Context: an optimization exercise on an open-source flow, tuned for a short achievable clock period and few clock cycles. The choices shown serve that exercise and are no tape-out recipe.
At most, simulation tests tie the RTL to the original design; equivalence was not proved.
Power and IR drop assume default switching activity.

==> wip/umber <==
==> flow/design.v <==
`timescale 1ns / 1ps
module riscv_cpu(clk, rst, imem_addr, imem_data, mem_addr, mem_wdata, mem_we, mem_rdata);
   input clk;
   input rst;
   output [31:0] imem_addr;
   input [31:0] imem_data;
   output [31:0] mem_addr;
   output [7:0] mem_wdata;
   output mem_we;
   input [7:0] mem_rdata;
   localparam QD = 4;    
   localparam QW = 2;    
   reg [31:0] pc_f;
   reg [31:0] ir;
   reg [31:0] pc_e;
   reg v_e;
   assign imem_addr = pc_f;
   wire [6:0] opc = ir[6:0];
   wire [2:0] f3 = ir[14:12];
   wire [6:0] f7 = ir[31:25];
   wire [4:0] rd = ir[11:7];
   wire [4:0] rs1 = ir[19:15];
   wire [4:0] rs2 = ir[24:20];
   wire is_lui   = (opc == 7'b0110111);
   wire is_auipc = (opc == 7'b0010111);
   wire is_jal   = (opc == 7'b1101111);
   wire is_jalr  = (opc == 7'b1100111);
   wire is_br    = (opc == 7'b1100011);
   wire is_ld    = (opc == 7'b0000011);
   wire is_st    = (opc == 7'b0100011);
   wire is_opi   = (opc == 7'b0010011);
   wire is_op    = (opc == 7'b0110011);
   wire [31:0] imm_i = {{20{ir[31]}}, ir[31:20]};
   wire [31:0] imm_s = {{20{ir[31]}}, ir[31:25], ir[11:7]};
   wire [31:0] imm_b = {{19{ir[31]}}, ir[31], ir[7], ir[30:25], ir[11:8], 1'b0};
   wire [31:0] imm_u = {ir[31:12], 12'b0};
   wire [31:0] imm_j = {{11{ir[31]}}, ir[31], ir[19:12], ir[20], ir[30:21], 1'b0};
   wire uses_rs1 = !(is_lui | is_auipc | is_jal);
   wire uses_rs2 = is_op | is_br | is_st;
   wire wr_alu   = is_lui | is_auipc | is_jal | is_jalr | is_opi | is_op;
   wire wr_rd    = (wr_alu | is_ld) & (rd != 5'd0);
   wire is_mem   = is_ld | is_st;
   wire [1023:0] rff;
   wire        we1, we2;
   wire [4:0]  wa1, wa2;
   wire [31:0] wd1, wd2;
   assign rff[31:0] = 32'd0;
   genvar g;
   generate
      for (g = 1; g < 32; g = g + 1) begin : R
         reg [31:0] q;
         always @(posedge clk) begin
            if (rst)
               q <= 32'd0;
            else if (we1 && wa1 == g)
               q <= wd1;
            else if (we2 && wa2 == g)
               q <= wd2;
         end
         assign rff[g*32 +: 32] = q;
      end
   endgenerate
   wire [31:0] a = rff[rs1*32 +: 32];
   wire [31:0] b = rff[rs2*32 +: 32];
   reg [31:1] busy;
   wire [31:0] busy0 = {busy, 1'b0};
   reg [QW:0] q_cnt;
   wire q_full = (q_cnt == QD);
   wire stall = v_e & ((uses_rs1 & busy0[rs1]) | (uses_rs2 & busy0[rs2]) |
                       (wr_rd & busy0[rd]) | (is_mem & q_full));
   wire go = v_e & !stall;
   wire [31:0] opb = is_op ? b : imm_i;
   wire sub = is_op & (f7 == 7'b0100000);
   wire [31:0] sum = sub ? (a - opb) : (a + opb);
   wire lt  = ({~a[31], a[30:0]} < {~opb[31], opb[30:0]});
   wire ltu = (a < opb);
   wire big = |opb[31:5];
   wire [31:0] shl = big ? 32'd0 : (a << opb[4:0]);
   wire [31:0] shr = big ? 32'd0 : (a >> opb[4:0]);
   reg [31:0] alu;
   always @(*) begin
      case (f3)
         3'b000: alu = sum;
         3'b001: alu = shl;
         3'b010: alu = {31'd0, lt};
         3'b011: alu = {31'd0, ltu};
         3'b100: alu = a ^ opb;
         3'b101: alu = shr;
         3'b110: alu = a | opb;
         default: alu = a & opb;
      endcase
   end
   wire [31:0] pc4 = pc_e + 32'd4;
   reg [31:0] res;
   always @(*) begin
      if (is_lui)
         res = imm_u;
      else if (is_auipc)
         res = pc_e + imm_u;
      else if (is_jal | is_jalr)
         res = pc4;
      else
         res = alu;
   end
   assign we1 = go & wr_alu & (rd != 5'd0);
   assign wa1 = rd;
   assign wd1 = res;
   wire beq  = (a == b);
   wire blt  = ({~a[31], a[30:0]} < {~b[31], b[30:0]});
   wire bltu = (a < b);
   reg cond;
   always @(*) begin
      case (f3)
         3'b000: cond = beq;
         3'b001: cond = !beq;
         3'b100: cond = blt;
         3'b101: cond = !blt;
         3'b110: cond = bltu;
         3'b111: cond = !bltu;
         default: cond = 1'b0;
      endcase
   end
   wire taken = go & (is_jal | is_jalr | (is_br & cond));
   wire [31:0] jalr_off = imm_i + 32'd4;
   wire [31:0] target = is_jalr ? (a + jalr_off) : (pc_e + (is_jal ? imm_j : imm_b));
   always @(posedge clk) begin
      if (rst) begin
         pc_f <= 32'd4;
         v_e <= 1'b0;
      end else if (!stall) begin
         ir <= imem_data;
         pc_e <= pc_f;
         v_e <= !taken;
         pc_f <= taken ? target : (pc_f + 32'd4);
      end
   end
   wire [1:0] m_cnt = (f3[1:0] == 2'b00) ? 2'd0 : (f3[1:0] == 2'b01) ? 2'd1 : 2'd3;
   wire m_sg = !((f3 == 3'b100) | (f3 == 3'b101));
   wire [31:0] m_addr = a + (is_st ? imm_s : imm_i);
   wire mem_go = go & is_mem;
   reg        q_st   [0:QD-1];
   reg [1:0]  q_cn   [0:QD-1];
   reg        q_sg   [0:QD-1];
   reg [4:0]  q_rd   [0:QD-1];
   reg [31:0] q_ad   [0:QD-1];
   reg [31:0] q_da   [0:QD-1];
   reg [QW-1:0] q_hd, q_tl;
   reg        eb;         
   reg        e_st;
   reg [1:0]  e_cnt;      
   reg [1:0]  e_sz;
   reg [1:0]  e_idx;
   reg        e_sg;
   reg [4:0]  e_rd;
   reg [31:0] maddr;
   reg [31:0] wsh;
   reg        mwe;
   assign mem_addr = maddr;
   assign mem_wdata = wsh[7:0];
   assign mem_we = mwe;
   wire e_free = !eb | (e_cnt == 2'd0);
   wire take_q = e_free & (q_cnt != 0);
   wire take_d = e_free & (q_cnt == 0) & mem_go;
   wire push = mem_go & !take_d;
   always @(posedge clk) begin
      if (push) begin
         q_st[q_tl] <= is_st;
         q_cn[q_tl] <= m_cnt;
         q_sg[q_tl] <= m_sg;
         q_rd[q_tl] <= rd;
         q_ad[q_tl] <= m_addr;
         q_da[q_tl] <= b;
      end
   end
   always @(posedge clk) begin
      if (rst) begin
         q_cnt <= 0;
         q_hd <= 0;
         q_tl <= 0;
      end else begin
         if (push) q_tl <= q_tl + 1'b1;
         if (take_q) q_hd <= q_hd + 1'b1;
         q_cnt <= q_cnt + push - take_q;
      end
   end
   always @(posedge clk) begin
      if (rst) begin
         eb <= 1'b0;
         mwe <= 1'b0;
      end else if (take_q) begin
         eb <= 1'b1;
         e_st <= q_st[q_hd];
         mwe <= q_st[q_hd];
         e_cnt <= q_cn[q_hd];
         e_sz <= q_cn[q_hd];
         e_idx <= 2'd0;
         e_sg <= q_sg[q_hd];
         e_rd <= q_rd[q_hd];
         maddr <= q_ad[q_hd];
         wsh <= q_da[q_hd];
      end else if (take_d) begin
         eb <= 1'b1;
         e_st <= is_st;
         mwe <= is_st;
         e_cnt <= m_cnt;
         e_sz <= m_cnt;
         e_idx <= 2'd0;
         e_sg <= m_sg;
         e_rd <= rd;
         maddr <= m_addr;
         wsh <= b;
      end else if (eb & (e_cnt != 2'd0)) begin
         e_cnt <= e_cnt - 1'b1;
         e_idx <= e_idx + 1'b1;
         maddr <= maddr + 32'd1;
         wsh <= {8'd0, wsh[31:8]};
      end else begin
         eb <= 1'b0;
         mwe <= 1'b0;
      end
   end
   reg       rcv_v, rcv_last, rcv_sg;
   reg [1:0] rcv_idx, rcv_sz;
   reg [4:0] rcv_rd;
   reg [7:0] lb0, lb1, lb2, lb3;
   reg       wb_v, wb_sg;
   reg [1:0] wb_sz;
   reg [4:0] wb_rd;
   always @(posedge clk) begin
      if (rst) begin
         rcv_v <= 1'b0;
         wb_v <= 1'b0;
      end else begin
         rcv_v <= eb & !e_st;
         rcv_last <= (e_cnt == 2'd0);
         rcv_idx <= e_idx;
         rcv_sz <= e_sz;
         rcv_sg <= e_sg;
         rcv_rd <= e_rd;
         wb_v <= rcv_v & rcv_last;
         wb_sz <= rcv_sz;
         wb_sg <= rcv_sg;
         wb_rd <= rcv_rd;
      end
      if (rcv_v) begin
         case (rcv_idx)
            2'd0: lb0 <= mem_rdata;
            2'd1: lb1 <= mem_rdata;
            2'd2: lb2 <= mem_rdata;
            default: lb3 <= mem_rdata;
         endcase
      end
   end
   assign we2 = wb_v & (wb_rd != 5'd0);
   assign wa2 = wb_rd;
   assign wd2 = (wb_sz == 2'd0) ? {{24{wb_sg & lb0[7]}}, lb0} :
                (wb_sz == 2'd1) ? {{16{wb_sg & lb1[7]}}, lb1, lb0} :
                {lb3, lb2, lb1, lb0};
   integer k;
   always @(posedge clk) begin
      if (rst)
         busy <= 31'd0;
      else begin
         for (k = 1; k < 32; k = k + 1) begin
            if (mem_go & is_ld & (rd == k))
               busy[k] <= 1'b1;
            else if (wb_v & (wb_rd == k))
               busy[k] <= 1'b0;
         end
      end
   end
endmodule
==> flow/run.sh <==
#!/bin/bash
# synth_recipe.tcl (not shown) runs the flow's synth.tcl, then flattens the netlist and writes it again
# the make line also repeats each setting of config.mk as NAME=value (left out here)
make -C /OpenROAD-flow-scripts/flow DESIGN_CONFIG=/design/flow/config.mk WORK_HOME=/design/flow/orfs CLKGATE_MAP_FILE= SYNTH_SCRIPT=/design/flow/synth_recipe.tcl finish
==> flow/config.mk <==
export PLATFORM = sky130hd
export DESIGN_NAME = riscv_cpu
export DESIGN_NICKNAME = riscv_cpu
export VERILOG_FILES = /design/flow/design.v
export SDC_FILE = /design/flow/constraint.sdc
export NUM_CORES = 4
export LEC_CHECK = 0
export CAP_MARGIN = 20
export CORE_MARGIN = 2
export CORE_UTILIZATION = 30
export PLACE_DENSITY = 0.5
export SLEW_MARGIN = 20
==> flow/constraint.sdc <==
create_clock -name core_clock -period 22.0 [get_ports {clk}]
set_input_delay 4.4000 -clock core_clock [delete_from_list [all_inputs] [get_ports {clk}]]
set_output_delay 4.4000 -clock core_clock [all_outputs]
set_load 0.01 [all_outputs]
==> wip/tundra (differences from wip/umber) <==
--- a/flow/design.v
+++ b/flow/design.v
@@ -72,7 +72,7 @@
    wire [31:0] opb = is_op ? b : imm_i;
    wire sub = is_op & (f7 == 7'b0100000);
    wire [31:0] sum = sub ? (a - opb) : (a + opb);
-   wire lt  = ({~a[31], a[30:0]} < {~opb[31], opb[30:0]});
+   wire lt  = ($signed(a) < $signed(opb));
    wire ltu = (a < opb);
    wire big = |opb[31:5];
    wire [31:0] shl = big ? 32'd0 : (a << opb[4:0]);
@@ -106,7 +106,7 @@
    assign wa1 = rd;
    assign wd1 = res;
    wire beq  = (a == b);
-   wire blt  = ({~a[31], a[30:0]} < {~b[31], b[30:0]});
+   wire blt  = ($signed(a) < $signed(b));
    wire bltu = (a < b);
    reg cond;
    always @(*) begin
==> comparison <==
Combinational power: wip/tundra is higher than wip/umber (about 4%).
Die area: wip/umber is higher than wip/tundra (about 0.22%).
Register-to-register slack: wip/tundra is lower than wip/umber (0.42 ns).
In wip/tundra the wire length is smaller than in wip/umber, by 0.70%.
In sequential cell count, wip/umber and wip/tundra do not differ.
==> figures <==
                                                     wip/tundra     wip/umber
Fill count                                                34045         34006
Signal inverters                                            192           199
Share of synthesized area spent on multiplexers           13.9%         14.1%
Data arrival, critical path                            11.03 ns      10.58 ns
Post-layout instance count excluding filler cells         15369         15425
Outcome                                timing/DRC/antenna clean  timing/DRC/antenna clean
Total power density per cell area                  74.1 nW/um^2  73.3 nW/um^2
Antenna cells                                                18            29
Bufs w/o clock                                              528           536
Layout clock buffer count                                   258           281
Cell variety after synth                                    106           105
Count of vias placed by the detailed router               98918         99916
Testbench counts of wip/umber, summed over its fixed seeds: cycles 49,607.
Only the layout flow was run in wip/tundra; the RTL was not checked for function there.

==> re-timing with driven ports <==
How much do the figures lean on ideal ports? The routed layouts below were timed once more, with nothing changed but the port constraints. Step 1 (the two cells are an assumption about what drives the block):
set clk [get_ports {clk}]
set_driving_cell -lib_cell sky130_fd_sc_hd__clkbuf_16 $clk
set_driving_cell -lib_cell sky130_fd_sc_hd__buf_2 [delete_from_list [all_inputs] $clk]
Step 2 adds t to the input delays and takes it off the output delays; t is the mean of the earliest and latest rising clock arrival at the registers after step 1. Input paths then give back, and output paths get back, about the clock's delay inside the block. Slacks: no drivers / after step 1 / after step 2; pairs: no drivers / after step 1.
run | shift t [ns] | slack for setup (ns) | slew at the worst register clock pin (ns)
wip/umber | 0.984 | 12.110 / 12.110 / 12.110 | 0.07 / 0.07
wip/tundra | 0.972 | 11.690 / 11.690 / 11.690 | 0.07 / 0.07
After both steps setup and hold are still met in every run listed.
